Context: an optimization exercise on an open-source flow, tuned for small area, a short achievable clock period and few clock cycles. The choices shown serve that exercise and are no tape-out recipe. In this exercise RTL edits were held to simulation tests only and were not proved equivalent to the original. No activity file was given, so power comes from the tool's default toggle rates.

==> flow/design.v (excerpt) <==
module MyDesign(
      output reg        dut_busy                   ,
      input  wire       dut_run                    ,
      input  wire       reset_b                    ,
      input  wire       clk                        ,
      output            input_sram_write_enable    ,
      output     [11:0] input_sram_write_addresss  ,
      output     [15:0] input_sram_write_data      ,
      output     [11:0] input_sram_read_address    ,
      input wire [15:0] input_sram_read_data       ,
      output reg        output_sram_write_enable    ,
      output reg [11:0] output_sram_write_addresss  ,
      output reg [15:0] output_sram_write_data      ,
      output     [11:0] output_sram_read_address    ,
      input wire [15:0] output_sram_read_data       ,
      output            scratchpad_sram_write_enable    ,
      output     [11:0] scratchpad_sram_write_addresss  ,
      output     [15:0] scratchpad_sram_write_data      ,
      output     [11:0] scratchpad_sram_read_address    ,
      input wire [15:0] scratchpad_sram_read_data       ,
      output            weights_sram_write_enable    ,
      output     [11:0] weights_sram_write_addresss  ,
      output     [15:0] weights_sram_write_data      ,
      output reg [11:0] weights_sram_read_address    ,
      input wire [15:0] weights_sram_read_data
);
==> flow/config.mk <==
export PLATFORM = sky130hd
export DESIGN_NAME = MyDesign
export DESIGN_NICKNAME = MyDesign
export VERILOG_FILES = /design/flow/design.v
export SDC_FILE = /design/flow/constraint.sdc
export NUM_CORES = 4
export LEC_CHECK = 0
export CAP_MARGIN = 60
export CORE_MARGIN = 2
export CORE_UTILIZATION = 40
export CTS_CLUSTER_DIAMETER = 100
export CTS_CLUSTER_SIZE = 25
export SLEW_MARGIN = 60
==> flow/constraint.sdc <==
create_clock -name core_clock -period 13.0 [get_ports {clk}]
set_input_delay 2.6000 -clock core_clock [delete_from_list [all_inputs] [get_ports {clk}]]
set_output_delay 2.6000 -clock core_clock [all_outputs]
set_load 0.01 [all_outputs]
standard.sh (not shown) runs the stock make flow with config.mk's settings and CLKGATE_MAP_FILE= SYNTH_SCRIPT=/design/flow/synth_recipe.tcl, a recipe that flattens the netlist after the stock synthesis.
==> flow/flow/run.sh <==
#!/bin/bash
# Own layout flow: the standard flow (standard.sh) with two changes.
#  1. After the standard synthesis, fa_polarity.py chooses each full adder's polarity (a full
#     adder is self-dual) and swaps simple gates for their complements, so that most of the
#     inverters Yosys leaves between the adders of the multiplier tree go away. Registers and
#     their cells are untouched; the netlist computes the same function.
#  2. Ports are buffered with sky130_fd_sc_hd__buf_4 (one buffer per port, as the standard
#     flow does) instead of the buffer buffer_ports picks by itself.
# Each step's full output goes to a log file in the work folder.
set -euo pipefail
W=$PWD
RES=$W/orfs/results/${FLOW_PLATFORM}/MyDesign/base
bash standard.sh synth > 1_std_synth.log 2>&1
cp "$RES/1_2_yosys.v" 1_2_yosys.standard.v
python3 flow/fa_polarity.py 1_2_yosys.standard.v 1_2_yosys.polarity.v --size '^\\x[0-2][0-2]\[=sky130_fd_sc_hd__dfxtp_2' '^\\(addr|waddr|output_sram_write|dut_busy)=sky130_fd_sc_hd__dfxtp_2' > 2_fa_polarity.log 2>&1
cp 1_2_yosys.polarity.v "$RES/1_2_yosys.v"
rm -f "$RES/1_synth.odb" "$RES/1_synth.sdc"
bash standard.sh synth > 3_std_synth_odb.log 2>&1
bash standard.sh "BUFFER_PORTS_ARGS=-buffer_cell sky130_fd_sc_hd__buf_4" finish > 4_std_layout.log 2>&1
Other scripts of this flow, unchanged in this note and not shown: flow/flow/fa_polarity.py
Testbench counts at the start, summed over its fixed seeds: cycles 72,146.
Rerun with:
Settings changed: CAP_MARGIN 60 to 45, CORE_UTILIZATION 40 to 55, PLACE_DENSITY set to 0.7, SLEW_MARGIN 60 to 45.
Fmax is lower by 0.39%. Final area came out lower by 1.8%. Register-to-register slack degrades by 60 ps. Final cell count shrinks by 8.2%. Setup slack degrades by 15 ps. Non-clock buffer count came out lower by 21. Sequential share of layout area is higher by 0.62 points. Clock-buffer cell count stays the same. Wire length goes down by 1.9%. Combinational power barely changes.
Rerun with:
Settings changed: CAP_MARGIN 45 to 60, CORE_UTILIZATION 55 to 40, GPL_TIMING_DRIVEN set to 1, PLACE_DENSITY 0.7 to unset, SLEW_MARGIN 45 to 60.
Effect:
- The changed run produced a clean layout
- hold slack gets better by 34 ps
- die area climbs by 37%
- via count hardly moves
- synthesized cell count stays the same
- wire length hardly moves
- register-to-register slack gets better by 120 ps
- sequential share of layout area drops by 0.61 points
- flip-flop and latch count is unchanged
Rerun with:
Settings changed: CORE_UTILIZATION 40 to 55, GPL_TIMING_DRIVEN 1 to unset, PLACE_DENSITY set to 0.7.
Area after synthesis does not change.
Worst setup slack gets better by 32 ps.
Clock skew came out higher by 15 ps.
Count of clock-buffer cells in the layout goes up by 1.
Global-route usage went up by 8.3 points.
Final cell count went down by 7.4%.
Power goes up by about 1%.
Rerun with:
Settings changed: CORE_UTILIZATION 55 to 40, CTS_BUF_LIST set to sky130_fd_sc_hd__clkbuf_16 sky130_fd_sc_hd__clkbuf_8, CTS_CLUSTER_DIAMETER 100 to 60, CTS_CLUSTER_SIZE 25 to 40, PLACE_DENSITY 0.7 to unset.
Synthesized area is unchanged; final cell count climbs by a little under a tenth; sequential share of layout area decreases by 0.89 points; setup slack got worse by 67 ps; routed wire length goes up by a few percent; global-route usage went down by 8.1 points.

==> separate check: timing with driven ports <==
The flow's constraints put no driver on any port. The routed layouts listed below were extracted and timed again, unchanged, in two steps.
Step 1: set_driving_cell puts a clkbuf_16 on clk and a buf_2 on each other input, an assumption about the parent block.
Step 2, shift: input delay + t, output delay - t, t = (earliest + latest rising clock arrival at the registers) / 2. This alone moves slack from input paths to output paths.
Three values: no drivers, after step 1, after step 2; two values: the first two.
run	t, ns	setup WS [ns]	worst data-port slew with drivers (ns)	cell pins on the clock port's net
the first run	0.656	9.191 / 9.134 / 8.916	0.07	1
the second run	0.655	9.176 / 9.152 / 8.933	0.07	1
the third run	0.657	9.172 / 9.116 / 8.924	0.07	1
the fourth run	0.662	9.204 / 9.144 / 8.952	0.08	1
the fifth run	0.699	9.137 / 9.079 / 8.900	0.07	1
After both steps every run listed still meets setup and hold. The setup slack of the first run, which loses most, moves by -0.057 ns with the drivers and by -0.275 ns with both steps.
